Source: an optimization exercise on an open RTL-to-GDS flow (aim: small area and a short achievable clock period). Production flows keep margins and buffers that such runs may drop. Function was checked by simulation only, so behaviour that the tests miss may differ from the original. Power and IR drop assume default switching activity.

==> flow/config.mk <==
export PLATFORM = sky130hd
export DESIGN_NAME = multiply_accumulate
export DESIGN_NICKNAME = multiply_accumulate
export VERILOG_FILES = /design/flow/design.v
export SDC_FILE = /design/flow/constraint.sdc
export NUM_CORES = 4
export LEC_CHECK = 0
export CAP_MARGIN = 20
export CORE_MARGIN = 2
export CORE_UTILIZATION = 65
export CTS_BUF_LIST = sky130_fd_sc_hd__clkbuf_8
export CTS_CLUSTER_DIAMETER = 40
export CTS_CLUSTER_SIZE = 20
export SETUP_SLACK_MARGIN = 2.2
export SLEW_MARGIN = 20
export TNS_END_PERCENT = 0
==> flow/constraint.sdc <==
create_clock -name core_clock -period 4.5 [get_ports {clk}]
set_input_delay 0.9000 -clock core_clock [delete_from_list [all_inputs] [get_ports {clk}]]
set_output_delay 0.9000 -clock core_clock [all_outputs]
set_load 0.01 [all_outputs]
==> flow/standard.sh <==
#!/bin/bash
# synth_recipe.tcl (not shown) runs the flow's synth.tcl, then flattens the netlist and writes it again
# the make line also repeats each setting of config.mk as NAME=value (left out here)
make -C /OpenROAD-flow-scripts/flow DESIGN_CONFIG=/design/flow/config.mk WORK_HOME=/design/flow/orfs CLKGATE_MAP_FILE= SYNTH_SCRIPT=/design/flow/synth_recipe.tcl "${@:-finish}"
==> flow/flow/run.sh <==
#!/bin/bash
export BUFFER_PORTS_ARGS="-buffer_cell sky130_fd_sc_hd__buf_1"
bash standard.sh > standard.log 2>&1
==> flow/design.v <==
module multiplier_int(clk, a, one, two, neg, b, p);
  input clk;
  input [15:0] a;
  input [7:0] one, two, neg;
  input [15:0] b;
  output [31:0] p;
  reg [15:0] a_r;
  reg [7:0] one_r, two_r, neg_r;
  wire pp0_0;
  wire pp0_1;
  wire pp0_2;
  wire pp0_3;
  wire pp0_4;
  wire pp0_5;
  wire pp0_6;
  wire pp0_7;
  wire pp0_8;
  wire pp0_9;
  wire pp0_10;
  wire pp0_11;
  wire pp0_12;
  wire pp0_13;
  wire pp0_14;
  wire pp0_15;
  wire pp0_16;
  wire pp1_0;
  wire pp1_1;
  wire pp1_2;
  wire pp1_3;
  wire pp1_4;
  wire pp1_5;
  wire pp1_6;
  wire pp1_7;
  wire pp1_8;
  wire pp1_9;
  wire pp1_10;
  wire pp1_11;
  wire pp1_12;
  wire pp1_13;
  wire pp1_14;
  wire pp1_15;
  wire pp1_16;
  wire pp2_0;
  wire pp2_1;
  wire pp2_2;
  wire pp2_3;
  wire pp2_4;
  wire pp2_5;
  wire pp2_6;
  wire pp2_7;
  wire pp2_8;
  wire pp2_9;
  wire pp2_10;
  wire pp2_11;
  wire pp2_12;
  wire pp2_13;
  wire pp2_14;
  wire pp2_15;
  wire pp2_16;
  wire pp3_0;
  wire pp3_1;
  wire pp3_2;
  wire pp3_3;
  wire pp3_4;
  wire pp3_5;
  wire pp3_6;
  wire pp3_7;
  wire pp3_8;
  wire pp3_9;
  wire pp3_10;
  wire pp3_11;
  wire pp3_12;
  wire pp3_13;
  wire pp3_14;
  wire pp3_15;
  wire pp3_16;
  wire pp4_0;
  wire pp4_1;
  wire pp4_2;
  wire pp4_3;
  wire pp4_4;
  wire pp4_5;
  wire pp4_6;
  wire pp4_7;
  wire pp4_8;
  wire pp4_9;
  wire pp4_10;
  wire pp4_11;
  wire pp4_12;
  wire pp4_13;
  wire pp4_14;
  wire pp4_15;
  wire pp4_16;
  wire pp5_0;
  wire pp5_1;
  wire pp5_2;
  wire pp5_3;
  wire pp5_4;
  wire pp5_5;
  wire pp5_6;
  wire pp5_7;
  wire pp5_8;
  wire pp5_9;
  wire pp5_10;
  wire pp5_11;
  wire pp5_12;
  wire pp5_13;
  wire pp5_14;
  wire pp5_15;
  wire pp5_16;
  wire pp6_0;
  wire pp6_1;
  wire pp6_2;
  wire pp6_3;
  wire pp6_4;
  wire pp6_5;
  wire pp6_6;
  wire pp6_7;
  wire pp6_8;
  wire pp6_9;
  wire pp6_10;
  wire pp6_11;
  wire pp6_12;
  wire pp6_13;
  wire pp6_14;
  wire pp6_15;
  wire pp6_16;
  wire pp7_0;
  wire pp7_1;
  wire pp7_2;
  wire pp7_3;
  wire pp7_4;
  wire pp7_5;
  wire pp7_6;
  wire pp7_7;
  wire pp7_8;
  wire pp7_9;
  wire pp7_10;
  wire pp7_11;
  wire pp7_12;
  wire pp7_13;
  wire pp7_14;
  wire pp7_15;
  wire pp7_16;
  wire s1;
  wire c2;
  wire s3;
  wire c4;
  wire s5;
  wire c6;
  wire s7;
  wire c8;
  wire s9;
  wire c10;
  wire s11;
  wire c12;
  wire s13;
  wire c14;
  wire s15;
  wire c16;
  wire s17;
  wire c18;
  wire s19;
  wire c20;
  wire s21;
  wire c22;
  wire s23;
  wire c24;
  wire s25;
  wire c26;
  wire s27;
  wire c28;
  wire s29;
  wire c30;
  wire s31;
  wire c32;
  wire s33;
  wire c34;
  wire s35;
  wire c36;
  wire s37;
  wire c38;
  wire s39;
  wire c40;
  wire s41;
  wire c42;
  wire s43;
  wire c44;
  wire s45;
  wire c46;
  wire s47;
  wire c48;
  wire s49;
  wire c50;
  wire s51;
  wire c52;
  wire s53;
  wire c54;
  wire s55;
  wire c56;
  wire s57;
  wire c58;
  wire s59;
  wire c60;
  wire s61;
  wire c62;
  wire s63;
  wire c64;
  wire s65;
  wire c66;
  wire s67;
  wire c68;
  wire s69;
  wire c70;
  wire s71;
  wire c72;
  wire s73;
  wire c74;
  wire s75;
  wire c76;
  wire s77;
  wire c78;
  wire s79;
  wire c80;
  wire s81;
  wire c82;
  wire s83;
  wire c84;
  wire s85;
  wire c86;
  wire s87;
  wire c88;
  wire s89;
  wire c90;
  wire s91;
  wire c92;
  wire s93;
  wire c94;
  wire s95;
  wire c96;
  wire s97;
  wire c98;
  wire s99;
  wire c100;
  wire s101;
  wire c102;
  wire s103;
  wire c104;
  wire s105;
  wire c106;
  wire s107;
  wire c108;
  wire s109;
  wire c110;
  wire s111;
  wire c112;
  wire s113;
  wire c114;
  wire s115;
  wire c116;
  wire s117;
  wire c118;
  wire s119;
  wire c120;
  wire s121;
  wire c122;
  wire s123;
  wire c124;
  wire s125;
  wire c126;
  wire s127;
  wire c128;
  wire s129;
  wire c130;
  wire s131;
  wire c132;
  wire s133;
  wire c134;
  wire s135;
  wire c136;
  wire s137;
  wire c138;
  wire s139;
  wire c140;
  wire s141;
  wire c142;
  wire s143;
  wire c144;
  wire s145;
  wire c146;
  wire s147;
  wire c148;
  wire s149;
  wire c150;
  wire s151;
  wire c152;
  wire s153;
  wire c154;
  wire s155;
  wire c156;
  wire s157;
  wire c158;
  wire s159;
  wire c160;
  wire s161;
  wire c162;
  wire s163;
  wire c164;
  wire s165;
  wire c166;
  wire s167;
  wire c168;
  wire s169;
  wire c170;
  wire s171;
  wire c172;
  wire s173;
  wire c174;
  wire s175;
  wire c176;
  wire s177;
  wire c178;
  wire s179;
  wire c180;
  wire s181;
  wire c182;
  wire s183;
  wire c184;
  wire s185;
  wire c186;
  wire s187;
  wire c188;
  wire s189;
  wire c190;
  wire s191;
  wire c192;
  wire s193;
  wire c194;
  wire s195;
  wire c196;
  wire s197;
  wire c198;
  wire s199;
  wire c200;
  wire s201;
  wire c202;
  wire s203;
  wire c204;
  wire s205;
  wire c206;
  wire s207;
  wire c208;
  wire s209;
  wire c210;
  wire s211;
  wire c212;
  wire s213;
  wire c214;
  wire s215;
  wire c216;
  wire s217;
  wire c218;
  wire s219;
  wire c220;
  wire s221;
  wire c222;
  wire s223;
  wire c224;
  reg t3_0_0;
  reg t3_0_1;
  reg t3_1_0;
  reg t3_2_0;
  reg t3_2_1;
  reg t3_2_2;
  reg t3_3_0;
  reg t3_3_1;
  reg t3_4_0;
  reg t3_4_1;
  reg t3_4_2;
  reg t3_5_0;
  reg t3_5_1;
  reg t3_5_2;
  reg t3_6_0;
  reg t3_6_1;
  reg t3_6_2;
  reg t3_7_0;
  reg t3_7_1;
  reg t3_7_2;
  reg t3_8_0;
  reg t3_8_1;
  reg t3_8_2;
  reg t3_9_0;
  reg t3_9_1;
  reg t3_9_2;
  reg t3_10_0;
  reg t3_10_1;
  reg t3_10_2;
  reg t3_11_0;
  reg t3_11_1;
  reg t3_11_2;
  reg t3_12_0;
  reg t3_12_1;
  reg t3_12_2;
  reg t3_13_0;
  reg t3_13_1;
  reg t3_13_2;
  reg t3_14_0;
  reg t3_14_1;
  reg t3_14_2;
  reg t3_15_0;
  reg t3_15_1;
  reg t3_15_2;
  reg t3_16_0;
  reg t3_16_1;
  reg t3_16_2;
  reg t3_17_0;
  reg t3_17_1;
  reg t3_17_2;
  reg t3_18_0;
  reg t3_18_1;
  reg t3_18_2;
  reg t3_19_0;
  reg t3_19_1;
  reg t3_19_2;
  reg t3_20_0;
  reg t3_20_1;
  reg t3_20_2;
  reg t3_21_0;
  reg t3_21_1;
  reg t3_21_2;
  reg t3_22_0;
  reg t3_22_1;
  reg t3_22_2;
  reg t3_23_0;
  reg t3_23_1;
  reg t3_23_2;
  reg t3_24_0;
  reg t3_24_1;
  reg t3_24_2;
  reg t3_25_0;
  reg t3_25_1;
  reg t3_25_2;
  reg t3_26_0;
  reg t3_26_1;
  reg t3_26_2;
  reg t3_27_0;
  reg t3_27_2;
  reg t3_28_0;
  reg t3_28_1;
  reg t3_28_2;
  reg t3_29_0;
  reg t3_30_0;
  always @(posedge clk) begin
    a_r <= a;
    one_r <= one; two_r <= two; neg_r <= neg;
    t3_0_0 <= pp0_0;
    t3_0_1 <= neg_r[0];
    t3_1_0 <= pp0_1;
    t3_2_0 <= pp0_2;
    t3_2_1 <= pp1_0;
    t3_2_2 <= neg_r[1];
    t3_3_0 <= pp0_3;
    t3_3_1 <= pp1_1;
    t3_4_0 <= s121;
    t3_4_1 <= pp2_0;
    t3_4_2 <= neg_r[2];
    t3_5_0 <= s123;
    t3_5_1 <= pp2_1;
    t3_5_2 <= c122;
    t3_6_0 <= s125;
    t3_6_1 <= neg_r[3];
    t3_6_2 <= c124;
    t3_7_0 <= s127;
    t3_7_1 <= c50;
    t3_7_2 <= c126;
    t3_8_0 <= s129;
    t3_8_1 <= c52;
    t3_8_2 <= c128;
    t3_9_0 <= s131;
    t3_9_1 <= c56;
    t3_9_2 <= c130;
    t3_10_0 <= s133;
    t3_10_1 <= c60;
    t3_10_2 <= c132;
    t3_11_0 <= s135;
    t3_11_1 <= c64;
    t3_11_2 <= c134;
    t3_12_0 <= s137;
    t3_12_1 <= c68;
    t3_12_2 <= c136;
    t3_13_0 <= s139;
    t3_13_1 <= c72;
    t3_13_2 <= c138;
    t3_14_0 <= s141;
    t3_14_1 <= c76;
    t3_14_2 <= c140;
    t3_15_0 <= s143;
    t3_15_1 <= c80;
    t3_15_2 <= c142;
    t3_16_0 <= s145;
    t3_16_1 <= c84;
    t3_16_2 <= c144;
    t3_17_0 <= s147;
    t3_17_1 <= c88;
    t3_17_2 <= c146;
    t3_18_0 <= s149;
    t3_18_1 <= c92;
    t3_18_2 <= c148;
    t3_19_0 <= s151;
    t3_19_1 <= c96;
    t3_19_2 <= c150;
    t3_20_0 <= s153;
    t3_20_1 <= c100;
    t3_20_2 <= c152;
    t3_21_0 <= s155;
    t3_21_1 <= c104;
    t3_21_2 <= c154;
    t3_22_0 <= s157;
    t3_22_1 <= c108;
    t3_22_2 <= c156;
    t3_23_0 <= s159;
    t3_23_1 <= c112;
    t3_23_2 <= c158;
    t3_24_0 <= s161;
    t3_24_1 <= c116;
    t3_24_2 <= c160;
    t3_25_0 <= s163;
    t3_25_1 <= c118;
    t3_25_2 <= c162;
    t3_26_0 <= s165;
    t3_26_1 <= c120;
    t3_26_2 <= c164;
    t3_27_0 <= s167;
    t3_27_2 <= c166;
    t3_28_0 <= pp6_16;
    t3_28_1 <= pp7_14;
    t3_28_2 <= c168;
    t3_29_0 <= pp7_15;
    t3_30_0 <= pp7_16;
  end
  assign pp0_0 = (one_r[0] & a_r[0]) ^ neg_r[0];
  assign pp0_1 = ((one_r[0] & a_r[1]) | (two_r[0] & a_r[0])) ^ neg_r[0];
  assign pp0_2 = ((one_r[0] & a_r[2]) | (two_r[0] & a_r[1])) ^ neg_r[0];
  assign pp0_3 = ((one_r[0] & a_r[3]) | (two_r[0] & a_r[2])) ^ neg_r[0];
  assign pp0_4 = ((one_r[0] & a_r[4]) | (two_r[0] & a_r[3])) ^ neg_r[0];
  assign pp0_5 = ((one_r[0] & a_r[5]) | (two_r[0] & a_r[4])) ^ neg_r[0];
  assign pp0_6 = ((one_r[0] & a_r[6]) | (two_r[0] & a_r[5])) ^ neg_r[0];
  assign pp0_7 = ((one_r[0] & a_r[7]) | (two_r[0] & a_r[6])) ^ neg_r[0];
  assign pp0_8 = ((one_r[0] & a_r[8]) | (two_r[0] & a_r[7])) ^ neg_r[0];
  assign pp0_9 = ((one_r[0] & a_r[9]) | (two_r[0] & a_r[8])) ^ neg_r[0];
  assign pp0_10 = ((one_r[0] & a_r[10]) | (two_r[0] & a_r[9])) ^ neg_r[0];
  assign pp0_11 = ((one_r[0] & a_r[11]) | (two_r[0] & a_r[10])) ^ neg_r[0];
  assign pp0_12 = ((one_r[0] & a_r[12]) | (two_r[0] & a_r[11])) ^ neg_r[0];
  assign pp0_13 = ((one_r[0] & a_r[13]) | (two_r[0] & a_r[12])) ^ neg_r[0];
  assign pp0_14 = ((one_r[0] & a_r[14]) | (two_r[0] & a_r[13])) ^ neg_r[0];
  assign pp0_15 = ((one_r[0] & a_r[15]) | (two_r[0] & a_r[14])) ^ neg_r[0];
  assign pp0_16 = ~(((one_r[0] & a_r[15]) | (two_r[0] & a_r[15])) ^ neg_r[0]);
  assign pp1_0 = (one_r[1] & a_r[0]) ^ neg_r[1];
  assign pp1_1 = ((one_r[1] & a_r[1]) | (two_r[1] & a_r[0])) ^ neg_r[1];
  assign pp1_2 = ((one_r[1] & a_r[2]) | (two_r[1] & a_r[1])) ^ neg_r[1];
  assign pp1_3 = ((one_r[1] & a_r[3]) | (two_r[1] & a_r[2])) ^ neg_r[1];
  assign pp1_4 = ((one_r[1] & a_r[4]) | (two_r[1] & a_r[3])) ^ neg_r[1];
  assign pp1_5 = ((one_r[1] & a_r[5]) | (two_r[1] & a_r[4])) ^ neg_r[1];
  assign pp1_6 = ((one_r[1] & a_r[6]) | (two_r[1] & a_r[5])) ^ neg_r[1];
  assign pp1_7 = ((one_r[1] & a_r[7]) | (two_r[1] & a_r[6])) ^ neg_r[1];
  assign pp1_8 = ((one_r[1] & a_r[8]) | (two_r[1] & a_r[7])) ^ neg_r[1];
  assign pp1_9 = ((one_r[1] & a_r[9]) | (two_r[1] & a_r[8])) ^ neg_r[1];
  assign pp1_10 = ((one_r[1] & a_r[10]) | (two_r[1] & a_r[9])) ^ neg_r[1];
  assign pp1_11 = ((one_r[1] & a_r[11]) | (two_r[1] & a_r[10])) ^ neg_r[1];
  assign pp1_12 = ((one_r[1] & a_r[12]) | (two_r[1] & a_r[11])) ^ neg_r[1];
  assign pp1_13 = ((one_r[1] & a_r[13]) | (two_r[1] & a_r[12])) ^ neg_r[1];
  assign pp1_14 = ((one_r[1] & a_r[14]) | (two_r[1] & a_r[13])) ^ neg_r[1];
  assign pp1_15 = ((one_r[1] & a_r[15]) | (two_r[1] & a_r[14])) ^ neg_r[1];
  assign pp1_16 = ~(((one_r[1] & a_r[15]) | (two_r[1] & a_r[15])) ^ neg_r[1]);
  assign pp2_0 = (one_r[2] & a_r[0]) ^ neg_r[2];
  assign pp2_1 = ((one_r[2] & a_r[1]) | (two_r[2] & a_r[0])) ^ neg_r[2];
  assign pp2_2 = ((one_r[2] & a_r[2]) | (two_r[2] & a_r[1])) ^ neg_r[2];
  assign pp2_3 = ((one_r[2] & a_r[3]) | (two_r[2] & a_r[2])) ^ neg_r[2];
  assign pp2_4 = ((one_r[2] & a_r[4]) | (two_r[2] & a_r[3])) ^ neg_r[2];
  assign pp2_5 = ((one_r[2] & a_r[5]) | (two_r[2] & a_r[4])) ^ neg_r[2];
  assign pp2_6 = ((one_r[2] & a_r[6]) | (two_r[2] & a_r[5])) ^ neg_r[2];
  assign pp2_7 = ((one_r[2] & a_r[7]) | (two_r[2] & a_r[6])) ^ neg_r[2];
  assign pp2_8 = ((one_r[2] & a_r[8]) | (two_r[2] & a_r[7])) ^ neg_r[2];
  assign pp2_9 = ((one_r[2] & a_r[9]) | (two_r[2] & a_r[8])) ^ neg_r[2];
  assign pp2_10 = ((one_r[2] & a_r[10]) | (two_r[2] & a_r[9])) ^ neg_r[2];
  assign pp2_11 = ((one_r[2] & a_r[11]) | (two_r[2] & a_r[10])) ^ neg_r[2];
  assign pp2_12 = ((one_r[2] & a_r[12]) | (two_r[2] & a_r[11])) ^ neg_r[2];
  assign pp2_13 = ((one_r[2] & a_r[13]) | (two_r[2] & a_r[12])) ^ neg_r[2];
  assign pp2_14 = ((one_r[2] & a_r[14]) | (two_r[2] & a_r[13])) ^ neg_r[2];
  assign pp2_15 = ((one_r[2] & a_r[15]) | (two_r[2] & a_r[14])) ^ neg_r[2];
  assign pp2_16 = ~(((one_r[2] & a_r[15]) | (two_r[2] & a_r[15])) ^ neg_r[2]);
  assign pp3_0 = (one_r[3] & a_r[0]) ^ neg_r[3];
  assign pp3_1 = ((one_r[3] & a_r[1]) | (two_r[3] & a_r[0])) ^ neg_r[3];
  assign pp3_2 = ((one_r[3] & a_r[2]) | (two_r[3] & a_r[1])) ^ neg_r[3];
  assign pp3_3 = ((one_r[3] & a_r[3]) | (two_r[3] & a_r[2])) ^ neg_r[3];
  assign pp3_4 = ((one_r[3] & a_r[4]) | (two_r[3] & a_r[3])) ^ neg_r[3];
  assign pp3_5 = ((one_r[3] & a_r[5]) | (two_r[3] & a_r[4])) ^ neg_r[3];
  assign pp3_6 = ((one_r[3] & a_r[6]) | (two_r[3] & a_r[5])) ^ neg_r[3];
  assign pp3_7 = ((one_r[3] & a_r[7]) | (two_r[3] & a_r[6])) ^ neg_r[3];
  assign pp3_8 = ((one_r[3] & a_r[8]) | (two_r[3] & a_r[7])) ^ neg_r[3];
  assign pp3_9 = ((one_r[3] & a_r[9]) | (two_r[3] & a_r[8])) ^ neg_r[3];
  assign pp3_10 = ((one_r[3] & a_r[10]) | (two_r[3] & a_r[9])) ^ neg_r[3];
  assign pp3_11 = ((one_r[3] & a_r[11]) | (two_r[3] & a_r[10])) ^ neg_r[3];
  assign pp3_12 = ((one_r[3] & a_r[12]) | (two_r[3] & a_r[11])) ^ neg_r[3];
  assign pp3_13 = ((one_r[3] & a_r[13]) | (two_r[3] & a_r[12])) ^ neg_r[3];
  assign pp3_14 = ((one_r[3] & a_r[14]) | (two_r[3] & a_r[13])) ^ neg_r[3];
  assign pp3_15 = ((one_r[3] & a_r[15]) | (two_r[3] & a_r[14])) ^ neg_r[3];
  assign pp3_16 = ~(((one_r[3] & a_r[15]) | (two_r[3] & a_r[15])) ^ neg_r[3]);
  assign pp4_0 = (one_r[4] & a_r[0]) ^ neg_r[4];
  assign pp4_1 = ((one_r[4] & a_r[1]) | (two_r[4] & a_r[0])) ^ neg_r[4];
  assign pp4_2 = ((one_r[4] & a_r[2]) | (two_r[4] & a_r[1])) ^ neg_r[4];
  assign pp4_3 = ((one_r[4] & a_r[3]) | (two_r[4] & a_r[2])) ^ neg_r[4];
  assign pp4_4 = ((one_r[4] & a_r[4]) | (two_r[4] & a_r[3])) ^ neg_r[4];
  assign pp4_5 = ((one_r[4] & a_r[5]) | (two_r[4] & a_r[4])) ^ neg_r[4];
  assign pp4_6 = ((one_r[4] & a_r[6]) | (two_r[4] & a_r[5])) ^ neg_r[4];
  assign pp4_7 = ((one_r[4] & a_r[7]) | (two_r[4] & a_r[6])) ^ neg_r[4];
  assign pp4_8 = ((one_r[4] & a_r[8]) | (two_r[4] & a_r[7])) ^ neg_r[4];
  assign pp4_9 = ((one_r[4] & a_r[9]) | (two_r[4] & a_r[8])) ^ neg_r[4];
  assign pp4_10 = ((one_r[4] & a_r[10]) | (two_r[4] & a_r[9])) ^ neg_r[4];
  assign pp4_11 = ((one_r[4] & a_r[11]) | (two_r[4] & a_r[10])) ^ neg_r[4];
  assign pp4_12 = ((one_r[4] & a_r[12]) | (two_r[4] & a_r[11])) ^ neg_r[4];
  assign pp4_13 = ((one_r[4] & a_r[13]) | (two_r[4] & a_r[12])) ^ neg_r[4];
  assign pp4_14 = ((one_r[4] & a_r[14]) | (two_r[4] & a_r[13])) ^ neg_r[4];
  assign pp4_15 = ((one_r[4] & a_r[15]) | (two_r[4] & a_r[14])) ^ neg_r[4];
  assign pp4_16 = ~(((one_r[4] & a_r[15]) | (two_r[4] & a_r[15])) ^ neg_r[4]);
  assign pp5_0 = (one_r[5] & a_r[0]) ^ neg_r[5];
  assign pp5_1 = ((one_r[5] & a_r[1]) | (two_r[5] & a_r[0])) ^ neg_r[5];
  assign pp5_2 = ((one_r[5] & a_r[2]) | (two_r[5] & a_r[1])) ^ neg_r[5];
  assign pp5_3 = ((one_r[5] & a_r[3]) | (two_r[5] & a_r[2])) ^ neg_r[5];
  assign pp5_4 = ((one_r[5] & a_r[4]) | (two_r[5] & a_r[3])) ^ neg_r[5];
  assign pp5_5 = ((one_r[5] & a_r[5]) | (two_r[5] & a_r[4])) ^ neg_r[5];
  assign pp5_6 = ((one_r[5] & a_r[6]) | (two_r[5] & a_r[5])) ^ neg_r[5];
  assign pp5_7 = ((one_r[5] & a_r[7]) | (two_r[5] & a_r[6])) ^ neg_r[5];
  assign pp5_8 = ((one_r[5] & a_r[8]) | (two_r[5] & a_r[7])) ^ neg_r[5];
  assign pp5_9 = ((one_r[5] & a_r[9]) | (two_r[5] & a_r[8])) ^ neg_r[5];
  assign pp5_10 = ((one_r[5] & a_r[10]) | (two_r[5] & a_r[9])) ^ neg_r[5];
  assign pp5_11 = ((one_r[5] & a_r[11]) | (two_r[5] & a_r[10])) ^ neg_r[5];
  assign pp5_12 = ((one_r[5] & a_r[12]) | (two_r[5] & a_r[11])) ^ neg_r[5];
  assign pp5_13 = ((one_r[5] & a_r[13]) | (two_r[5] & a_r[12])) ^ neg_r[5];
  assign pp5_14 = ((one_r[5] & a_r[14]) | (two_r[5] & a_r[13])) ^ neg_r[5];
  assign pp5_15 = ((one_r[5] & a_r[15]) | (two_r[5] & a_r[14])) ^ neg_r[5];
  assign pp5_16 = ~(((one_r[5] & a_r[15]) | (two_r[5] & a_r[15])) ^ neg_r[5]);
  assign pp6_0 = (one_r[6] & a_r[0]) ^ neg_r[6];
  assign pp6_1 = ((one_r[6] & a_r[1]) | (two_r[6] & a_r[0])) ^ neg_r[6];
  assign pp6_2 = ((one_r[6] & a_r[2]) | (two_r[6] & a_r[1])) ^ neg_r[6];
  assign pp6_3 = ((one_r[6] & a_r[3]) | (two_r[6] & a_r[2])) ^ neg_r[6];
  assign pp6_4 = ((one_r[6] & a_r[4]) | (two_r[6] & a_r[3])) ^ neg_r[6];
  assign pp6_5 = ((one_r[6] & a_r[5]) | (two_r[6] & a_r[4])) ^ neg_r[6];
  assign pp6_6 = ((one_r[6] & a_r[6]) | (two_r[6] & a_r[5])) ^ neg_r[6];
  assign pp6_7 = ((one_r[6] & a_r[7]) | (two_r[6] & a_r[6])) ^ neg_r[6];
  assign pp6_8 = ((one_r[6] & a_r[8]) | (two_r[6] & a_r[7])) ^ neg_r[6];
  assign pp6_9 = ((one_r[6] & a_r[9]) | (two_r[6] & a_r[8])) ^ neg_r[6];
  assign pp6_10 = ((one_r[6] & a_r[10]) | (two_r[6] & a_r[9])) ^ neg_r[6];
  assign pp6_11 = ((one_r[6] & a_r[11]) | (two_r[6] & a_r[10])) ^ neg_r[6];
  assign pp6_12 = ((one_r[6] & a_r[12]) | (two_r[6] & a_r[11])) ^ neg_r[6];
  assign pp6_13 = ((one_r[6] & a_r[13]) | (two_r[6] & a_r[12])) ^ neg_r[6];
  assign pp6_14 = ((one_r[6] & a_r[14]) | (two_r[6] & a_r[13])) ^ neg_r[6];
  assign pp6_15 = ((one_r[6] & a_r[15]) | (two_r[6] & a_r[14])) ^ neg_r[6];
  assign pp6_16 = ~(((one_r[6] & a_r[15]) | (two_r[6] & a_r[15])) ^ neg_r[6]);
  assign pp7_0 = (one_r[7] & a_r[0]) ^ neg_r[7];
  assign pp7_1 = ((one_r[7] & a_r[1]) | (two_r[7] & a_r[0])) ^ neg_r[7];
  assign pp7_2 = ((one_r[7] & a_r[2]) | (two_r[7] & a_r[1])) ^ neg_r[7];
  assign pp7_3 = ((one_r[7] & a_r[3]) | (two_r[7] & a_r[2])) ^ neg_r[7];
  assign pp7_4 = ((one_r[7] & a_r[4]) | (two_r[7] & a_r[3])) ^ neg_r[7];
  assign pp7_5 = ((one_r[7] & a_r[5]) | (two_r[7] & a_r[4])) ^ neg_r[7];
  assign pp7_6 = ((one_r[7] & a_r[6]) | (two_r[7] & a_r[5])) ^ neg_r[7];
  assign pp7_7 = ((one_r[7] & a_r[7]) | (two_r[7] & a_r[6])) ^ neg_r[7];
  assign pp7_8 = ((one_r[7] & a_r[8]) | (two_r[7] & a_r[7])) ^ neg_r[7];
  assign pp7_9 = ((one_r[7] & a_r[9]) | (two_r[7] & a_r[8])) ^ neg_r[7];
  assign pp7_10 = ((one_r[7] & a_r[10]) | (two_r[7] & a_r[9])) ^ neg_r[7];
  assign pp7_11 = ((one_r[7] & a_r[11]) | (two_r[7] & a_r[10])) ^ neg_r[7];
  assign pp7_12 = ((one_r[7] & a_r[12]) | (two_r[7] & a_r[11])) ^ neg_r[7];
  assign pp7_13 = ((one_r[7] & a_r[13]) | (two_r[7] & a_r[12])) ^ neg_r[7];
  assign pp7_14 = ((one_r[7] & a_r[14]) | (two_r[7] & a_r[13])) ^ neg_r[7];
  assign pp7_15 = ((one_r[7] & a_r[15]) | (two_r[7] & a_r[14])) ^ neg_r[7];
  assign pp7_16 = ~(((one_r[7] & a_r[15]) | (two_r[7] & a_r[15])) ^ neg_r[7]);
  assign s1 = pp0_10 ^ pp1_8;
  assign c2 = pp0_10 & pp1_8;
  assign s3 = pp0_11 ^ pp1_9;
  assign c4 = pp0_11 & pp1_9;
  assign s5 = pp0_12 ^ pp1_10 ^ pp2_8;
  assign c6 = (pp0_12 & pp1_10) | (pp0_12 & pp2_8) | (pp1_10 & pp2_8);
  assign s7 = pp3_6 ^ pp4_4;
  assign c8 = pp3_6 & pp4_4;
  assign s9 = pp0_13 ^ pp1_11 ^ pp2_9;
  assign c10 = (pp0_13 & pp1_11) | (pp0_13 & pp2_9) | (pp1_11 & pp2_9);
  assign s11 = pp3_7 ^ pp4_5;
  assign c12 = pp3_7 & pp4_5;
  assign s13 = pp0_14 ^ pp1_12 ^ pp2_10;
  assign c14 = (pp0_14 & pp1_12) | (pp0_14 & pp2_10) | (pp1_12 & pp2_10);
  assign s15 = pp3_8 ^ pp4_6 ^ pp5_4;
  assign c16 = (pp3_8 & pp4_6) | (pp3_8 & pp5_4) | (pp4_6 & pp5_4);
  assign s17 = pp6_2 ^ pp7_0;
  assign c18 = pp6_2 & pp7_0;
  assign s19 = pp0_15 ^ pp1_13 ^ pp2_11;
  assign c20 = (pp0_15 & pp1_13) | (pp0_15 & pp2_11) | (pp1_13 & pp2_11);
  assign s21 = pp3_9 ^ pp4_7 ^ pp5_5;
  assign c22 = (pp3_9 & pp4_7) | (pp3_9 & pp5_5) | (pp4_7 & pp5_5);
  assign s23 = pp6_3 ^ pp7_1;
  assign c24 = pp6_3 & pp7_1;
  assign s25 = pp0_16 ^ pp1_14 ^ pp2_12;
  assign c26 = (pp0_16 & pp1_14) | (pp0_16 & pp2_12) | (pp1_14 & pp2_12);
  assign s27 = pp3_10 ^ pp4_8 ^ pp5_6;
  assign c28 = (pp3_10 & pp4_8) | (pp3_10 & pp5_6) | (pp4_8 & pp5_6);
  assign s29 = pp6_4 ^ pp7_2 ^ 1'b1;
  assign c30 = (pp6_4 & pp7_2) | (pp6_4 & 1'b1) | (pp7_2 & 1'b1);
  assign s31 = pp1_15 ^ pp2_13 ^ pp3_11;
  assign c32 = (pp1_15 & pp2_13) | (pp1_15 & pp3_11) | (pp2_13 & pp3_11);
  assign s33 = pp4_9 ^ pp5_7 ^ pp6_5;
  assign c34 = (pp4_9 & pp5_7) | (pp4_9 & pp6_5) | (pp5_7 & pp6_5);
  assign s35 = pp7_3 ^ 1'b1;
  assign c36 = pp7_3 & 1'b1;
  assign s37 = pp1_16 ^ pp2_14 ^ pp3_12;
  assign c38 = (pp1_16 & pp2_14) | (pp1_16 & pp3_12) | (pp2_14 & pp3_12);
  assign s39 = pp4_10 ^ pp5_8 ^ pp6_6;
  assign c40 = (pp4_10 & pp5_8) | (pp4_10 & pp6_6) | (pp5_8 & pp6_6);
  assign s41 = pp2_15 ^ pp3_13 ^ pp4_11;
  assign c42 = (pp2_15 & pp3_13) | (pp2_15 & pp4_11) | (pp3_13 & pp4_11);
  assign s43 = pp5_9 ^ pp6_7;
  assign c44 = pp5_9 & pp6_7;
  assign s45 = pp2_16 ^ pp3_14 ^ pp4_12;
  assign c46 = (pp2_16 & pp3_14) | (pp2_16 & pp4_12) | (pp3_14 & pp4_12);
  assign s47 = pp3_15 ^ pp4_13;
  assign c48 = pp3_15 & pp4_13;
  assign s49 = pp0_6 ^ pp1_4;
  assign c50 = pp0_6 & pp1_4;
  assign s51 = pp0_7 ^ pp1_5;
  assign c52 = pp0_7 & pp1_5;
  assign s53 = pp0_8 ^ pp1_6 ^ pp2_4;
  assign c54 = (pp0_8 & pp1_6) | (pp0_8 & pp2_4) | (pp1_6 & pp2_4);
  assign s55 = pp3_2 ^ pp4_0;
  assign c56 = pp3_2 & pp4_0;
  assign s57 = pp0_9 ^ pp1_7 ^ pp2_5;
  assign c58 = (pp0_9 & pp1_7) | (pp0_9 & pp2_5) | (pp1_7 & pp2_5);
  assign s59 = pp3_3 ^ pp4_1;
  assign c60 = pp3_3 & pp4_1;
  assign s61 = s1 ^ pp2_6 ^ pp3_4;
  assign c62 = (s1 & pp2_6) | (s1 & pp3_4) | (pp2_6 & pp3_4);
  assign s63 = pp4_2 ^ pp5_0 ^ neg_r[5];
  assign c64 = (pp4_2 & pp5_0) | (pp4_2 & neg_r[5]) | (pp5_0 & neg_r[5]);
  assign s65 = s3 ^ pp2_7 ^ pp3_5;
  assign c66 = (s3 & pp2_7) | (s3 & pp3_5) | (pp2_7 & pp3_5);
  assign s67 = pp4_3 ^ pp5_1 ^ c2;
  assign c68 = (pp4_3 & pp5_1) | (pp4_3 & c2) | (pp5_1 & c2);
  assign s69 = s5 ^ s7 ^ pp5_2;
  assign c70 = (s5 & s7) | (s5 & pp5_2) | (s7 & pp5_2);
  assign s71 = pp6_0 ^ neg_r[6] ^ c4;
  assign c72 = (pp6_0 & neg_r[6]) | (pp6_0 & c4) | (neg_r[6] & c4);
  assign s73 = s9 ^ s11 ^ pp5_3;
  assign c74 = (s9 & s11) | (s9 & pp5_3) | (s11 & pp5_3);
  assign s75 = pp6_1 ^ c6 ^ c8;
  assign c76 = (pp6_1 & c6) | (pp6_1 & c8) | (c6 & c8);
  assign s77 = s13 ^ s15 ^ s17;
  assign c78 = (s13 & s15) | (s13 & s17) | (s15 & s17);
  assign s79 = neg_r[7] ^ c10 ^ c12;
  assign c80 = (neg_r[7] & c10) | (neg_r[7] & c12) | (c10 & c12);
  assign s81 = s19 ^ s21 ^ s23;
  assign c82 = (s19 & s21) | (s19 & s23) | (s21 & s23);
  assign s83 = c14 ^ c16 ^ c18;
  assign c84 = (c14 & c16) | (c14 & c18) | (c16 & c18);
  assign s85 = s25 ^ s27 ^ s29;
  assign c86 = (s25 & s27) | (s25 & s29) | (s27 & s29);
  assign s87 = c20 ^ c22 ^ c24;
  assign c88 = (c20 & c22) | (c20 & c24) | (c22 & c24);
  assign s89 = s31 ^ s33 ^ s35;
  assign c90 = (s31 & s33) | (s31 & s35) | (s33 & s35);
  assign s91 = c26 ^ c28 ^ c30;
  assign c92 = (c26 & c28) | (c26 & c30) | (c28 & c30);
  assign s93 = s37 ^ s39 ^ pp7_4;
  assign c94 = (s37 & s39) | (s37 & pp7_4) | (s39 & pp7_4);
  assign s95 = c32 ^ c34 ^ c36;
  assign c96 = (c32 & c34) | (c32 & c36) | (c34 & c36);
  assign s97 = s41 ^ s43 ^ pp7_5;
  assign c98 = (s41 & s43) | (s41 & pp7_5) | (s43 & pp7_5);
  assign s99 = 1'b1 ^ c38 ^ c40;
  assign c100 = (1'b1 & c38) | (1'b1 & c40) | (c38 & c40);
  assign s101 = s45 ^ pp5_10 ^ pp6_8;
  assign c102 = (s45 & pp5_10) | (s45 & pp6_8) | (pp5_10 & pp6_8);
  assign s103 = pp7_6 ^ c42 ^ c44;
  assign c104 = (pp7_6 & c42) | (pp7_6 & c44) | (c42 & c44);
  assign s105 = s47 ^ pp5_11 ^ pp6_9;
  assign c106 = (s47 & pp5_11) | (s47 & pp6_9) | (pp5_11 & pp6_9);
  assign s107 = pp7_7 ^ 1'b1 ^ c46;
  assign c108 = (pp7_7 & 1'b1) | (pp7_7 & c46) | (1'b1 & c46);
  assign s109 = pp3_16 ^ pp4_14 ^ pp5_12;
  assign c110 = (pp3_16 & pp4_14) | (pp3_16 & pp5_12) | (pp4_14 & pp5_12);
  assign s111 = pp6_10 ^ pp7_8 ^ c48;
  assign c112 = (pp6_10 & pp7_8) | (pp6_10 & c48) | (pp7_8 & c48);
  assign s113 = pp4_15 ^ pp5_13 ^ pp6_11;
  assign c114 = (pp4_15 & pp5_13) | (pp4_15 & pp6_11) | (pp5_13 & pp6_11);
  assign s115 = pp7_9 ^ 1'b1;
  assign c116 = pp7_9 & 1'b1;
  assign s117 = pp4_16 ^ pp5_14 ^ pp6_12;
  assign c118 = (pp4_16 & pp5_14) | (pp4_16 & pp6_12) | (pp5_14 & pp6_12);
  assign s119 = pp5_15 ^ pp6_13;
  assign c120 = pp5_15 & pp6_13;
  assign s121 = pp0_4 ^ pp1_2;
  assign c122 = pp0_4 & pp1_2;
  assign s123 = pp0_5 ^ pp1_3;
  assign c124 = pp0_5 & pp1_3;
  assign s125 = s49 ^ pp2_2 ^ pp3_0;
  assign c126 = (s49 & pp2_2) | (s49 & pp3_0) | (pp2_2 & pp3_0);
  assign s127 = s51 ^ pp2_3 ^ pp3_1;
  assign c128 = (s51 & pp2_3) | (s51 & pp3_1) | (pp2_3 & pp3_1);
  assign s129 = s53 ^ s55 ^ neg_r[4];
  assign c130 = (s53 & s55) | (s53 & neg_r[4]) | (s55 & neg_r[4]);
  assign s131 = s57 ^ s59 ^ c54;
  assign c132 = (s57 & s59) | (s57 & c54) | (s59 & c54);
  assign s133 = s61 ^ s63 ^ c58;
  assign c134 = (s61 & s63) | (s61 & c58) | (s63 & c58);
  assign s135 = s65 ^ s67 ^ c62;
  assign c136 = (s65 & s67) | (s65 & c62) | (s67 & c62);
  assign s137 = s69 ^ s71 ^ c66;
  assign c138 = (s69 & s71) | (s69 & c66) | (s71 & c66);
  assign s139 = s73 ^ s75 ^ c70;
  assign c140 = (s73 & s75) | (s73 & c70) | (s75 & c70);
  assign s141 = s77 ^ s79 ^ c74;
  assign c142 = (s77 & s79) | (s77 & c74) | (s79 & c74);
  assign s143 = s81 ^ s83 ^ c78;
  assign c144 = (s81 & s83) | (s81 & c78) | (s83 & c78);
  assign s145 = s85 ^ s87 ^ c82;
  assign c146 = (s85 & s87) | (s85 & c82) | (s87 & c82);
  assign s147 = s89 ^ s91 ^ c86;
  assign c148 = (s89 & s91) | (s89 & c86) | (s91 & c86);
  assign s149 = s93 ^ s95 ^ c90;
  assign c150 = (s93 & s95) | (s93 & c90) | (s95 & c90);
  assign s151 = s97 ^ s99 ^ c94;
  assign c152 = (s97 & s99) | (s97 & c94) | (s99 & c94);
  assign s153 = s101 ^ s103 ^ c98;
  assign c154 = (s101 & s103) | (s101 & c98) | (s103 & c98);
  assign s155 = s105 ^ s107 ^ c102;
  assign c156 = (s105 & s107) | (s105 & c102) | (s107 & c102);
  assign s157 = s109 ^ s111 ^ c106;
  assign c158 = (s109 & s111) | (s109 & c106) | (s111 & c106);
  assign s159 = s113 ^ s115 ^ c110;
  assign c160 = (s113 & s115) | (s113 & c110) | (s115 & c110);
  assign s161 = s117 ^ pp7_10 ^ c114;
  assign c162 = (s117 & pp7_10) | (s117 & c114) | (pp7_10 & c114);
  assign s163 = s119 ^ pp7_11 ^ 1'b1;
  assign c164 = (s119 & pp7_11) | (s119 & 1'b1) | (pp7_11 & 1'b1);
  assign s165 = pp5_16 ^ pp6_14 ^ pp7_12;
  assign c166 = (pp5_16 & pp6_14) | (pp5_16 & pp7_12) | (pp6_14 & pp7_12);
  assign s167 = pp6_15 ^ pp7_13;
  assign c168 = pp6_15 & pp7_13;
  assign s169 = t3_2_0 ^ t3_2_1;
  assign c170 = t3_2_0 & t3_2_1;
  assign s171 = t3_3_0 ^ t3_3_1;
  assign c172 = t3_3_0 & t3_3_1;
  assign s173 = t3_4_0 ^ t3_4_1 ^ t3_4_2;
  assign c174 = (t3_4_0 & t3_4_1) | (t3_4_0 & t3_4_2) | (t3_4_1 & t3_4_2);
  assign s175 = t3_5_0 ^ t3_5_1 ^ t3_5_2;
  assign c176 = (t3_5_0 & t3_5_1) | (t3_5_0 & t3_5_2) | (t3_5_1 & t3_5_2);
  assign s177 = t3_6_0 ^ t3_6_1 ^ t3_6_2;
  assign c178 = (t3_6_0 & t3_6_1) | (t3_6_0 & t3_6_2) | (t3_6_1 & t3_6_2);
  assign s179 = t3_7_0 ^ t3_7_1 ^ t3_7_2;
  assign c180 = (t3_7_0 & t3_7_1) | (t3_7_0 & t3_7_2) | (t3_7_1 & t3_7_2);
  assign s181 = t3_8_0 ^ t3_8_1 ^ t3_8_2;
  assign c182 = (t3_8_0 & t3_8_1) | (t3_8_0 & t3_8_2) | (t3_8_1 & t3_8_2);
  assign s183 = t3_9_0 ^ t3_9_1 ^ t3_9_2;
  assign c184 = (t3_9_0 & t3_9_1) | (t3_9_0 & t3_9_2) | (t3_9_1 & t3_9_2);
  assign s185 = t3_10_0 ^ t3_10_1 ^ t3_10_2;
  assign c186 = (t3_10_0 & t3_10_1) | (t3_10_0 & t3_10_2) | (t3_10_1 & t3_10_2);
  assign s187 = t3_11_0 ^ t3_11_1 ^ t3_11_2;
  assign c188 = (t3_11_0 & t3_11_1) | (t3_11_0 & t3_11_2) | (t3_11_1 & t3_11_2);
  assign s189 = t3_12_0 ^ t3_12_1 ^ t3_12_2;
  assign c190 = (t3_12_0 & t3_12_1) | (t3_12_0 & t3_12_2) | (t3_12_1 & t3_12_2);
  assign s191 = t3_13_0 ^ t3_13_1 ^ t3_13_2;
  assign c192 = (t3_13_0 & t3_13_1) | (t3_13_0 & t3_13_2) | (t3_13_1 & t3_13_2);
  assign s193 = t3_14_0 ^ t3_14_1 ^ t3_14_2;
  assign c194 = (t3_14_0 & t3_14_1) | (t3_14_0 & t3_14_2) | (t3_14_1 & t3_14_2);
  assign s195 = t3_15_0 ^ t3_15_1 ^ t3_15_2;
  assign c196 = (t3_15_0 & t3_15_1) | (t3_15_0 & t3_15_2) | (t3_15_1 & t3_15_2);
  assign s197 = t3_16_0 ^ t3_16_1 ^ t3_16_2;
  assign c198 = (t3_16_0 & t3_16_1) | (t3_16_0 & t3_16_2) | (t3_16_1 & t3_16_2);
  assign s199 = t3_17_0 ^ t3_17_1 ^ t3_17_2;
  assign c200 = (t3_17_0 & t3_17_1) | (t3_17_0 & t3_17_2) | (t3_17_1 & t3_17_2);
  assign s201 = t3_18_0 ^ t3_18_1 ^ t3_18_2;
  assign c202 = (t3_18_0 & t3_18_1) | (t3_18_0 & t3_18_2) | (t3_18_1 & t3_18_2);
  assign s203 = t3_19_0 ^ t3_19_1 ^ t3_19_2;
  assign c204 = (t3_19_0 & t3_19_1) | (t3_19_0 & t3_19_2) | (t3_19_1 & t3_19_2);
  assign s205 = t3_20_0 ^ t3_20_1 ^ t3_20_2;
  assign c206 = (t3_20_0 & t3_20_1) | (t3_20_0 & t3_20_2) | (t3_20_1 & t3_20_2);
  assign s207 = t3_21_0 ^ t3_21_1 ^ t3_21_2;
  assign c208 = (t3_21_0 & t3_21_1) | (t3_21_0 & t3_21_2) | (t3_21_1 & t3_21_2);
  assign s209 = t3_22_0 ^ t3_22_1 ^ t3_22_2;
  assign c210 = (t3_22_0 & t3_22_1) | (t3_22_0 & t3_22_2) | (t3_22_1 & t3_22_2);
  assign s211 = t3_23_0 ^ t3_23_1 ^ t3_23_2;
  assign c212 = (t3_23_0 & t3_23_1) | (t3_23_0 & t3_23_2) | (t3_23_1 & t3_23_2);
  assign s213 = t3_24_0 ^ t3_24_1 ^ t3_24_2;
  assign c214 = (t3_24_0 & t3_24_1) | (t3_24_0 & t3_24_2) | (t3_24_1 & t3_24_2);
  assign s215 = t3_25_0 ^ t3_25_1 ^ t3_25_2;
  assign c216 = (t3_25_0 & t3_25_1) | (t3_25_0 & t3_25_2) | (t3_25_1 & t3_25_2);
  assign s217 = t3_26_0 ^ t3_26_1 ^ t3_26_2;
  assign c218 = (t3_26_0 & t3_26_1) | (t3_26_0 & t3_26_2) | (t3_26_1 & t3_26_2);
  assign s219 = t3_27_0 ^ 1'b1 ^ t3_27_2;
  assign c220 = (t3_27_0 & 1'b1) | (t3_27_0 & t3_27_2) | (1'b1 & t3_27_2);
  assign s221 = t3_28_0 ^ t3_28_1 ^ t3_28_2;
  assign c222 = (t3_28_0 & t3_28_1) | (t3_28_0 & t3_28_2) | (t3_28_1 & t3_28_2);
  assign s223 = t3_29_0 ^ 1'b1;
  assign c224 = t3_29_0 & 1'b1;
  wire [31:0] rowA = {1'b1, t3_30_0, s223, s221, s219, s217, s215, s213, s211, s209, s207, s205, s203, s201, s199, s197, s195, s193, s191, s189, s187, s185, s183, s181, s179, s177, s175, s173, s171, s169, t3_1_0, t3_0_0};
  wire [31:0] rowB = {1'b0, c224, c222, c220, c218, c216, c214, c212, c210, c208, c206, c204, c202, c200, c198, c196, c194, c192, c190, c188, c186, c184, c182, c180, c178, c176, c174, c172, c170, t3_2_2, 1'b0, t3_0_1};
  assign p = rowA + rowB;
endmodule
module multiply_accumulate(
  clk,
  aresetn,
  reset,
  data,
  multi,
  result,
  overflow
);
  parameter I_OPP_W = 16;
  parameter O_OPP_W = 2 * I_OPP_W;
  input clk;
  input aresetn;
  input reset;
  input [I_OPP_W - 1:0] data;
  input [I_OPP_W - 1:0] multi;
  output reg [O_OPP_W - 1:0] result;
  output reg overflow;
  wire [16:0] bx = {multi, 1'b0};
  wire [7:0] one, two, neg;
  genvar g;
  generate for (g = 0; g < 8; g = g + 1) begin : enc
    assign one[g] = bx[2*g+1] ^ bx[2*g];
    assign two[g] = (bx[2*g+2] & ~bx[2*g+1] & ~bx[2*g]) | (~bx[2*g+2] & bx[2*g+1] & bx[2*g]);
    assign neg[g] = bx[2*g+2];
  end endgenerate
  wire [31:0] prod;
  multiplier_int u0(.clk(clk), .a(data), .one(one), .two(two), .neg(neg), .b(multi), .p(prod));
  localparam ND = 15;
  reg [30:0] pd [0:ND-2];
  integer i;
  always @(posedge clk) begin
    pd[0] <= prod[30:0];
    for (i = 1; i < ND - 1; i = i + 1)
      pd[i] <= pd[i-1];
  end
  wire [30:0] pp = pd[ND-2];
  wire [31:0] pfull = {pp[30] & (|pp[29:0]), pp};
  reg [4:0] cnt;
  reg [31:0] q;
  always @(posedge clk, negedge aresetn) begin
    if (aresetn == 0) begin
      cnt <= 0;
      q <= 0;
    end else begin
      if (cnt != 5'd16)
        cnt <= cnt + 5'd1;
      q <= (cnt == 5'd16) ? pfull : 32'd0;
    end
  end
  always @(posedge clk, negedge aresetn) begin
    if (aresetn == 0) begin
      result <= 0;
      overflow <= 0;
    end else if (reset == 1) begin
      result <= 0;
      overflow <= 0;
    end else begin
      result <= result + q;
      overflow <= result[O_OPP_W - 1] ^ q[31];
    end
  end
endmodule
==> impl_metrics.csv, run 1 <==
group,metric,value,unit
timing,tns,0,ns
route,vias,12730,
place,placed_area,22600,um2
global_routing,grt_overflow_total,0,
timing,finClkSkew,0.02390,ns
power_and_ir_drop,irDropWorstVdd,0.3845,mV
worst_setup_path,r2r-start,"q[1]",
worst_setup_path,slowest_stage,"dfrtp_1",
worst_setup_path,cp.arrival,3.21,ns
floorplan,die_h,187.7,um
finish,area_delta_synth_final,11.99,%
global_routing,grt.total_usage,0.2258,
route,viasPerCell,5.427,
synth,synth_area,21930,um2
cts,cts-buffers-inserted,59,
global_routing,grt_max_degree,46,
place,place.gp.congestion,0.8749,
timing,rsz0062_at_grt,"true",
finish,drive_above_1_share,0.1328,
synth,yosys-top-cells-area,"dfxtp_1 51%, dfrtp_1 8.0%, fa_1 7.8%",
worst_setup_path,ff2ff_setup_slack,1.84,ns
power_and_ir_drop,p_leak,10.24,nW
global_routing,antenna_found_initial,0,
cts,numClockSinks,628,
floorplan,start_util,0.6574,
timing,clock.fmax,375.3,MHz
synth,yosys.area.top_type,"dfxtp_1",
synth,netlist_instances,1793,
worst_setup_path,crit_path_max_incr_delay,0.43,ns
cts,insertion_delay,0.66,ns
cts,clock_path_buffers,3,
synth,ys.flop_type,"dfxtp_1",
floorplan,core_area,33360,um2
timing,max_slew_margin,0.4422,
global_routing,grt_pass1_wl,64.51,mm
route,drc,0,
timing,finalHoldViolCount,0,
synth,synth.most_common_cell,"dfxtp_1",
global_routing,grt_pass1_vias,13150,
synth,synth-seq-area-share,0.5891,
cts,cts_tree,"yes",
timing,worst_slack,1.835,ns
synth,synth_enable_flop_cells,0,
place,dp_slack,1.376,ns
worst_setup_path,required,5.04,ns
place,numPlacedInstances,2218,
synth,yosysTopAreaCellShare,0.5093,
job,cap_violations,0,
synth,synthesis.nets,1999,
floorplan,die_w,187.7,um
power_and_ir_drop,power_density,864.2,nW/um2
timing,fin_crit_sh,0.5921,
route,routedWlPerCell,16.41,um
worst_setup_path,worst-setup-path-type,"reg -> reg",
synth,ys_warn_count,3,
route,antenna_left,0,
worst_setup_path,startpoint_type,"flip-flop",
finish,diodes,0,
route,routed_wirelength,38.49,mm
cts,clockRootBuffer,"clkbuf_8",
timing,slew_violations,0,
finish,layout.cells.non_filler,2345,
floorplan,row_count,67,
worst_setup_path,timing.reg2reg.worst_path_depth,8,
finish,post-route-cell-area,24560,um2
cts,clk_pin_slew,0.10,ns
synth,yosys-top-cells-count,"558 x dfxtp_1, 124 x a22oi_1, 124 x xnor2_1, 95 x clkbuf_1, 86 x ha_1",
synth,async_flop_share,0.1115,
power_and_ir_drop,finalPower,21.23,mW
worst_setup_path,r2r-end,"result[30]",
cts,htreeDepth,2,
timing,min_period,2.665,ns
floorplan,die-area,35230,um2
cts,ctsHoldBuffers,0,
place,port_buffers,67,
route,drtIter0Drc,547,
synth,synth_cell_type_count,62,
worst_setup_path,cp_cell_sequence,"buf_4 > fa_2 > a21o_1 > a221o_1 > a22oi_2 > a211oi_4 > a31oi_1 > mux2_2",
timing,whs,0.2298,ns
worst_setup_path,critPathCaptureType,"flip-flop",
place,dp_hpwl,26.47,mm
route,dr.pass1.iters,8,
finish,fin_nets,2054,
status,outcome,"timing/DRC/antenna clean",
synth,synth.avg_cell_area,12.23,um2
timing,finalSetupViolCount,0,
finish,fin_util,0.7363,
synth,synth_seq_cells,628,
min_path,hp-class,"in -> async",
worst_setup_path,path_max_fanout,3,
timing,tightest_slew,0.8367,ns
floorplan,pin_count,68,
## cells by family after synthesis
kind of cell	Yosys count	share of synthesized area
AO/OA/AOI/OAI	351	0.1101
XOR/XNOR	194	0.07746
adder cells (fa/ha/maj)	171	0.1266
buffers and inverters	187	0.03303
flip-flops	628	0.5891
multiplexers	9	0.004564
AND/OR/NAND/NOR	253	0.05910
## cell type report
cell class | instances | area (um2)
Clock buffer | 62 | 853.3
Clock inverter | 48 | 606.8
Tap cell | 448 | 560.5
Sequential cell | 628 | 13010
Timing Repair Buffer | 97 | 484.2
Inverter | 84 | 315.3
Multi-Input combinational cell | 978 | 8731
Fill cell | 2291 | 8800
## worst max path at each step
stage                      startpoint          to  slack, ns  depth (start not counted)
final                            q[1]  result[30]       1.84                          8
after global routing             q[1]  result[30]       1.77                          8
after CTS                   result[0]  result[30]       1.86                          8
after detailed placement    u0.t3_8_2   pd[0][27]       1.38                          8
after global placement     u0.a_r[14]  u0.t3_16_0       1.47                          7
after floorplan           u0.one_r[3]  u0.t3_18_0       1.96                          9
## state kept, by name, indices dropped and copies added, names as in the netlist, 5 cells and up
register and flops:
q 32, u0.neg_r 8, result 32, u0.one_r 8, cnt 5, u0.two_r 8, pd 434, u0.a_r 16
## metal layers
| layer | part of all wire | wire [um] | global-route usage | vias to the layer above |
|---|---|---|---|---|
| li1 | - | - | - | 6187 |
| met1 | 0.41 | 15820 | 0.2625 | 6134 |
| met2 | 0.51 | 19550 | 0.4097 | 310 |
| met3 | 0.048 | 1865 | 0.04623 | 95 |
| met4 | 0.033 | 1263 | 0.08661 | 0 |
| met5 | 0 | 0 | 0 | - |
## critical path, delay by kind of cell (launching register included)
kind	cells	cell delay [ns]
AO/OA/AOI/OAI	5	1.23
adder cells (fa/ha/maj)	1	0.40
buffers and inverters	1	0.16
flip-flops	1	0.43
multiplexers	1	0.35
## where the power goes
part	leakage (nW)	switching (mW)	internal, mW	total, mW
Sequential	5.58	0.851	8.17	9.02
Clock	0.748	2.25	1.65	3.89
Combinational	3.92	4.80	3.51	8.31
Total	10.2	7.90	13.3	21.2
## repair_timing
| action | 4_1_cts | 5_1_grt |
|---|---|---|
| buffers inserted | 13 | 4 |
| setup endpoints to repair | 77 | 69 |
| pin swaps | 11 | 19 |
| hold endpoints to repair | 0 | 0 |
| gates resized for setup | 72 | 34 |
## cells in the final DEF (no fill, tap or decap), types with 11 or more instances in the layout
cell | Yosys | layout
nor2_1 | 55 | 55
inv_1 | 84 | 89
dfxtp_4 | 0 | 21
dfrtp_1 | 70 | 70
fa_1 | 85 | 84
clkbuf_8 | 0 | 62
ha_1 | 86 | 75
buf_1 | 5 | 66
a21o_1 | 22 | 22
xor2_1 | 70 | 69
o21a_1 | 12 | 12
a22oi_2 | 0 | 32
nand3_1 | 17 | 17
buf_4 | 0 | 30
a21oi_1 | 68 | 63
nand4_1 | 16 | 16
a22oi_1 | 124 | 92
dfxtp_1 | 558 | 527
nor2b_1 | 11 | 11
inv_6 | 0 | 12
and2_1 | 38 | 38
o21ai_0 | 46 | 41
nand2_1 | 57 | 57
xnor2_1 | 124 | 124
==> run 2, diff against run 1 <==
--- a/flow/config.mk
+++ b/flow/config.mk
@@ -7,10 +7,10 @@
 export LEC_CHECK = 0
 export CAP_MARGIN = 20
 export CORE_MARGIN = 2
-export CORE_UTILIZATION = 65
+export CORE_UTILIZATION = 70
 export CTS_BUF_LIST = sky130_fd_sc_hd__clkbuf_8
-export CTS_CLUSTER_DIAMETER = 40
-export CTS_CLUSTER_SIZE = 20
+export CTS_CLUSTER_DIAMETER = 60
+export CTS_CLUSTER_SIZE = 15
 export SETUP_SLACK_MARGIN = 2.2
 export SLEW_MARGIN = 20
 export TNS_END_PERCENT = 0
==> impl_metrics.csv, run 2 <==
group,metric,value,unit
status,outcome,"timing/DRC/antenna clean",
floorplan,row_count,64,
synth,synth_cell_type_count,62,
global_routing,antenna_found_initial,0,
power_and_ir_drop,p_leak,10.04,nW
floorplan,die_h,181.0,um
global_routing,grt.total_usage,0.2403,
worst_setup_path,worst-setup-path-type,"reg -> reg",
timing,fin_crit_sh,0.5957,
timing,tns,0,ns
finish,final_cell_mix,"526 x dfxtp_1, 124 x xnor2_1, 92 x inv_1, 91 x a22oi_1, 84 x fa_1",
synth,yosys-top-cells-area,"dfxtp_1 51%, dfrtp_1 8.0%, fa_1 7.8%",
route,antenna_left,0,
floorplan,die-area,32770,um2
power_and_ir_drop,irDropWorstVdd,0.5351,mV
global_routing,grt_overflow_total,0,
synth,async_flop_share,0.1115,
timing,rsz0062_at_grt,"true",
route,viasPerCell,5.644,
synth,synth-seq-area-share,0.5891,
synth,synthesis.nets,1999,
timing,finClkSkew,0.03220,ns
finish,fin_nets,2059,
floorplan,core_area,30750,um2
synth,netlist_instances,1793,
worst_setup_path,startpoint_type,"flip-flop",
place,place.gp.congestion,0.8796,
worst_setup_path,required,5.05,ns
route,routedWlPerCell,17.57,um
finish,regMostFlops,"pd",
cts,numClockSinks,628,
global_routing,grt_pass1_wl,64.13,mm
power_and_ir_drop,finalPower,20.71,mW
worst_setup_path,critPathCaptureType,"flip-flop",
floorplan,pin_count,68,
cts,cts-buffers-inserted,51,
route,vias,12800,
global_routing,grt_pass1_vias,13050,
cts,cts_tree,"yes",
timing,whs,0.3169,ns
timing,finalHoldViolCount,0,
synth,synth_enable_flop_cells,0,
place,placed_area,22530,um2
power_and_ir_drop,power_density,859.7,nW/um2
timing,tightest_slew,0.9044,ns
place,port_buffers,67,
worst_setup_path,path_max_fanout,6,
place,dp_hpwl,27.25,mm
cts,clk_pin_slew,0.10,ns
route,drc,0,
route,drtIter0Drc,615,
synth,synth.most_common_cell,"dfxtp_1",
timing,slew_violations,0,
cts,clock_path_buffers,3,
job,cap_violations,0,
synth,ys.flop_type,"dfxtp_1",
finish,layout_commonest_cell,"dfxtp_1",
worst_setup_path,cp-startpoint,"u0.t3_11_2",
timing,clock.fmax,373.0,MHz
finish,n_fill_cell,1832,
synth,synth_seq_cells,628,
min_path,hold_start,"pd[1][21]",
finish,drive_above_1_share,0.1245,
timing,max_slew_margin,0.3971,
timing,min_period,2.681,ns
global_routing,grt_max_degree,41,
worst_setup_path,r2r-start,"u0.t3_11_2",
synth,synth_area,21930,um2
min_path,hp-class,"reg -> reg",
floorplan,die_w,181.0,um
timing,finalSetupViolCount,0,
synth,ys_warn_count,3,
finish,diodes,0,
finish,post-route-cell-area,24090,um2
route,dr.pass1.iters,5,
worst_setup_path,cp.arrival,3.23,ns
floorplan,start_util,0.7133,
route,routed_wirelength,39.84,mm
finish,top_regs,"pd: 434 flops, q: 32 flops, result: 32 flops",
cts,htreeDepth,2,
cts,clockRootBuffer,"clkbuf_8",
finish,area_delta_synth_final,9.817,%
synth,yosysTopAreaCellShare,0.5093,
synth,synth.avg_cell_area,12.23,um2
cts,insertion_delay,0.61,ns
synth,yosys-top-cells-count,"558 x dfxtp_1, 124 x a22oi_1, 124 x xnor2_1, 95 x clkbuf_1, 86 x ha_1",
finish,largest_reg_flops,434,
synth,yosys.area.top_type,"dfxtp_1",
run 2: cell count changes in the layout (fill, tap and decap cells not counted), moves of 3 or more:
cell,delta
a21oi_1,-3
inv_16,-5
buf_4,+10
clkbuf_8,-7
ha_1,-6
inv_8,-4
inv_1,+3
dfxtp_4,+6
ha_2,+5
inv_12,-8
a21oi_2,+4
dfxtp_2,-5
inv_6,-12
run 2: worst max-delay path, cell delays in order, from the launching register on:
cell,delay [ns]
dfxtp_1,0.34
fa_1,0.57
ha_2,0.33
a21oi_2,0.26
o21ai_2,0.15
nor4_2,0.40
a22oi_1,0.20
a21oi_1,0.22
xnor2_1,0.14
run 2: area by class of cell:
cell class,instances,area (um2),area share
Clock buffer,55,757.0,0.03143
Clock inverter,17,156.4,0.006493
Inverter,84,315.3,0.01309
Multi-Input combinational cell,978,8738,0.3628
Sequential cell,628,13030,0.5409
Tap cell,396,495.5,0.02057
Timing Repair Buffer,110,595.6,0.02472
run 2: kinds of logic after synthesis:
logic type	after synthesis	synth area share
mux	9	0.004564
fa+ha+maj	171	0.1266
flops	628	0.5891
buf+inv	187	0.03303
xor+xnor	194	0.07746
compound gates	351	0.1101
simple gates	253	0.05910
run 2: power breakdown:
group          internal (mW)  total, mW  switching [mW]
clock network           1.20       2.90            1.70
logic                   3.63       8.73            5.10
registers               8.18       9.08           0.902
run 2: worst paths after layout:
| kind | endpoint | slack, ns | cells past startpoint |
|---|---|---|---|
| hold / removal | pd[2][21] | 0.32 | 0 |
| max in group asynchronous | result[27] | 3.14 | 2 |
| setup / recovery | pd[0][26] | 1.82 | 8 |
| setup reg to reg | pd[0][26] | 1.82 | 8 |
| hold reg to reg | pd[2][21] | 0.32 | 0 |
| min in group asynchronous | result[4] | 0.41 | 1 |
run 2: repair_timing:
item | in CTS | in global routing
hold buffers | 0 | 0
endpoints found under the setup margin | 76 | 68
endpoints found under the hold margin | 0 | 0
setup buffers | 10 | 21
pin swaps | 13 | 21
gates resized for setup | 67 | 55
run 2: through the flow:
stage | util | cells | setup slack, ns
2_1_floorplan | - | 1793 | 1.960
3_3_place_gp | 0.7325 | 2165 | 1.482
3_5_place_dp | 0.7325 | 2165 | 1.370
4_1_cts | 0.7705 | 2247 | 1.836
5_1_grt | 0.7834 | 2268 | 1.718
6_report | 0.7834 | 2268 | 1.819
run 2: metal layers:
layer / part of all wire / track usage / up-vias
met5: 0 / 0 / -
met4: 0.031 / 0.08618 / 0
met3: 0.041 / 0.03507 / 100
met2: 0.52 / 0.4465 / 344
met1: 0.41 / 0.2831 / 6203
li1: - / - / 6154
==> run 3, diff against run 2 <==
--- a/flow/config.mk
+++ b/flow/config.mk
@@ -7,10 +7,11 @@
 export LEC_CHECK = 0
 export CAP_MARGIN = 20
 export CORE_MARGIN = 2
-export CORE_UTILIZATION = 70
+export CORE_UTILIZATION = 65
 export CTS_BUF_LIST = sky130_fd_sc_hd__clkbuf_8
 export CTS_CLUSTER_DIAMETER = 60
 export CTS_CLUSTER_SIZE = 15
+export PLACE_DENSITY = 0.75
 export SETUP_SLACK_MARGIN = 2.2
 export SLEW_MARGIN = 20
 export TNS_END_PERCENT = 0
==> impl_metrics.csv, run 3 <==
group,metric,value,unit
finish,multiInputGateArea,8706,um2
route,highest_layer,"met4",
finish,seq_area,13030,um2
route,drtIter0Drc,574,
worst_setup_path,crit_path_max_incr_delay,0.48,ns
power_and_ir_drop,irDropWorstVdd,0.3518,mV
route,wl_met3,1.963,mm
floorplan,start_util,0.6574,
synth,netlist_instances,1793,
floorplan,die_h,187.7,um
place,numPlacedInstances,2216,
worst_setup_path,ff2ff_setup_slack,1.85,ns
timing,whs,0.3086,ns
finish,final_cell_mix,"526 x dfxtp_1, 124 x xnor2_1, 94 x inv_1, 91 x a22oi_1, 84 x fa_1",
timing,tns,0,ns
worst_setup_path,slowest_stage,"fa_1",
timing,finalHoldViolCount,0,
route,routedWlPerCell,16.15,um
min_path,hp-class,"reg -> reg",
worst_setup_path,worst-setup-path-type,"reg -> reg",
finish,n_fill_cell,2273,
floorplan,die_w,187.7,um
job,cap_violations,0,
worst_setup_path,path_max_fanout,7,
timing,max_slew_margin,0.4730,
cts,insertion_delay,0.63,ns
synth,yosys.area.top_type,"dfxtp_1",
synth,synth_enable_flop_cells,0,
global_routing,grt_max_degree,37,
worst_setup_path,cp.arrival,3.14,ns
global_routing,antenna_found_initial,0,
route,dr.pass1.iters,5,
finish,regMostFlops,"pd",
cts,numClockSinks,628,
route,antenna_left,0,
synth,yosys-top-cells-count,"558 x dfxtp_1, 124 x a22oi_1, 124 x xnor2_1, 95 x clkbuf_1, 86 x ha_1",
floorplan,row_count,67,
synth,synth-seq-area-share,0.5891,
timing,rsz0062_at_grt,"true",
route,drc,0,
timing,min_period,2.649,ns
worst_setup_path,cp_cell_sequence,"fa_1 > ha_2 > nand2_1 > o21ai_4 > o2111ai_2 > a221oi_4 > o2111a_1 > o221ai_1",
synth,synth_seq_cells,628,
synth,async_flop_share,0.1115,
global_routing,grt.total_usage,0.2184,
route,m1WireLength,15.40,mm
status,outcome,"timing/DRC/antenna clean",
global_routing,grt_pass1_vias,12980,
finish,layout_commonest_cell,"dfxtp_1",
timing,tightest_slew,0.7904,ns
finish,top_regs,"pd: 434 flops, q: 32 flops, result: 32 flops",
cts,clockRootBuffer,"clkbuf_8",
power_and_ir_drop,finalPower,20.40,mW
floorplan,die-area,35230,um2
cts,cts-buffers-inserted,53,
finish,fin_nets,2057,
route,routed-wl-met2,18.78,mm
route,routed_wirelength,37.51,mm
synth,synth_cell_type_count,62,
global_routing,grt_pass1_wl,62.50,mm
synth,ys.flop_type,"dfxtp_1",
synth,synthesis.nets,1999,
floorplan,pin_count,68,
route,viasPerCell,5.443,
place,place.gp.congestion,0.8916,
timing,slew_violations,0,
synth,synth_area,21930,um2
finish,diodes,0,
timing,finClkSkew,0.02260,ns
finish,layout.cells.non_filler,2323,
worst_setup_path,crit_buf_inv,0,
-- run 3: cell counts after synthesis --
Identical to the previous run, type by type.
-- run 3: power by group --
| part | total [mW] | leakage (nW) | internal [mW] | switching [mW] |
|---|---|---|---|---|
| Clock | 3.00 | 0.537 | 1.27 | 1.74 |
| Sequential | 9.00 | 5.58 | 8.17 | 0.821 |
| Combinational | 8.40 | 3.94 | 3.52 | 4.89 |
-- run 3: final timing paths --
check,cells after the start,start,end
max,8,u0.t3_13_2,pd[0][30]
min,0,pd[2][10],pd[3][10]
max reg2reg,8,u0.t3_13_2,pd[0][30]
min reg2reg,0,pd[2][10],pd[3][10]
max in group asynchronous,2,aresetn,q[27]
min in group asynchronous,1,aresetn,result[1]
-- run 3: layer usage --
layer	vias to the layer above	track usage
met4	0	0.09782
met5	-	0
met2	386	0.3934
met1	5996	0.2528
met3	107	0.04136
li1	6155	-
-- run 3: worst register-to-register path, cell delays in order, from the launching register on --
cell and delay (ns):
dfxtp_1 0.33, fa_1 0.48, ha_2 0.42, nand2_1 0.15, o21ai_4 0.26, o2111ai_2 0.21, a221oi_4 0.38, o2111a_1 0.21
o221ai_1 0.10
-- run 3: repair_timing --
item | CTS | global route
setup buffers | 27 | 1
pin swaps | 15 | 1
setup endpoints to repair | 77 | 69
gates resized for setup | 99 | 11
-- run 3: stage by stage --
stage	worst slack, ns	cell area, um2
finish	1.852	24130
detailed placement	1.369	22580
global placement	1.437	22580
floorplan	1.960	22470
global route	1.753	24130
CTS	1.900	24070
-- run 3: layout make-up --
| class | instances | share of cell area |
|---|---|---|
| clock inverter | 25 | 0.009490 |
| timing repair buffer | 106 | 0.02261 |
| clock buffer | 54 | 0.03080 |
| multi-input combinational | 978 | 0.3608 |
| tap | 448 | 0.02323 |
| inverter | 84 | 0.01307 |
| sequential | 628 | 0.5400 |
-- run 3: cell families (layout without fill, tap and decap cells) --
family | count (synthesis) | count (layout) | synth area share
buffers and inverters | 187 | 269 | 0.03303
adders and majority gates | 171 | 171 | 0.1266
AOI/OAI and AO/OA | 351 | 351 | 0.1101
and+or+nand+nor | 253 | 253 | 0.05910
xor gates and xnor gates | 194 | 194 | 0.07746
muxes | 9 | 9 | 0.004564
DFF | 628 | 628 | 0.5891

afterwards: timing with drivers on the ports:
How much do the figures lean on ideal ports? The routed layouts below were timed once more, with nothing changed but the port constraints. Step 1: set_driving_cell puts a clkbuf_16 on clk and a buf_2 on each other input, an assumption about the parent block. Step 2 also shifts input and output timing later by t, the mid clock arrival at the registers, as if the neighbouring blocks saw the same clock. Slacks: ideal ports / drivers / drivers and shift; pairs: ideal ports / drivers.
| run | t, ns | slack for setup (ns) |
|---|---|---|
| run 1 | 0.704 | 1.835 / 1.835 / 1.835 |
| run 2 | 0.647 | 1.819 / 1.819 / 1.819 |
| run 3 | 0.667 | 1.852 / 1.852 / 1.852 |
After both steps every run listed still meets setup and hold.
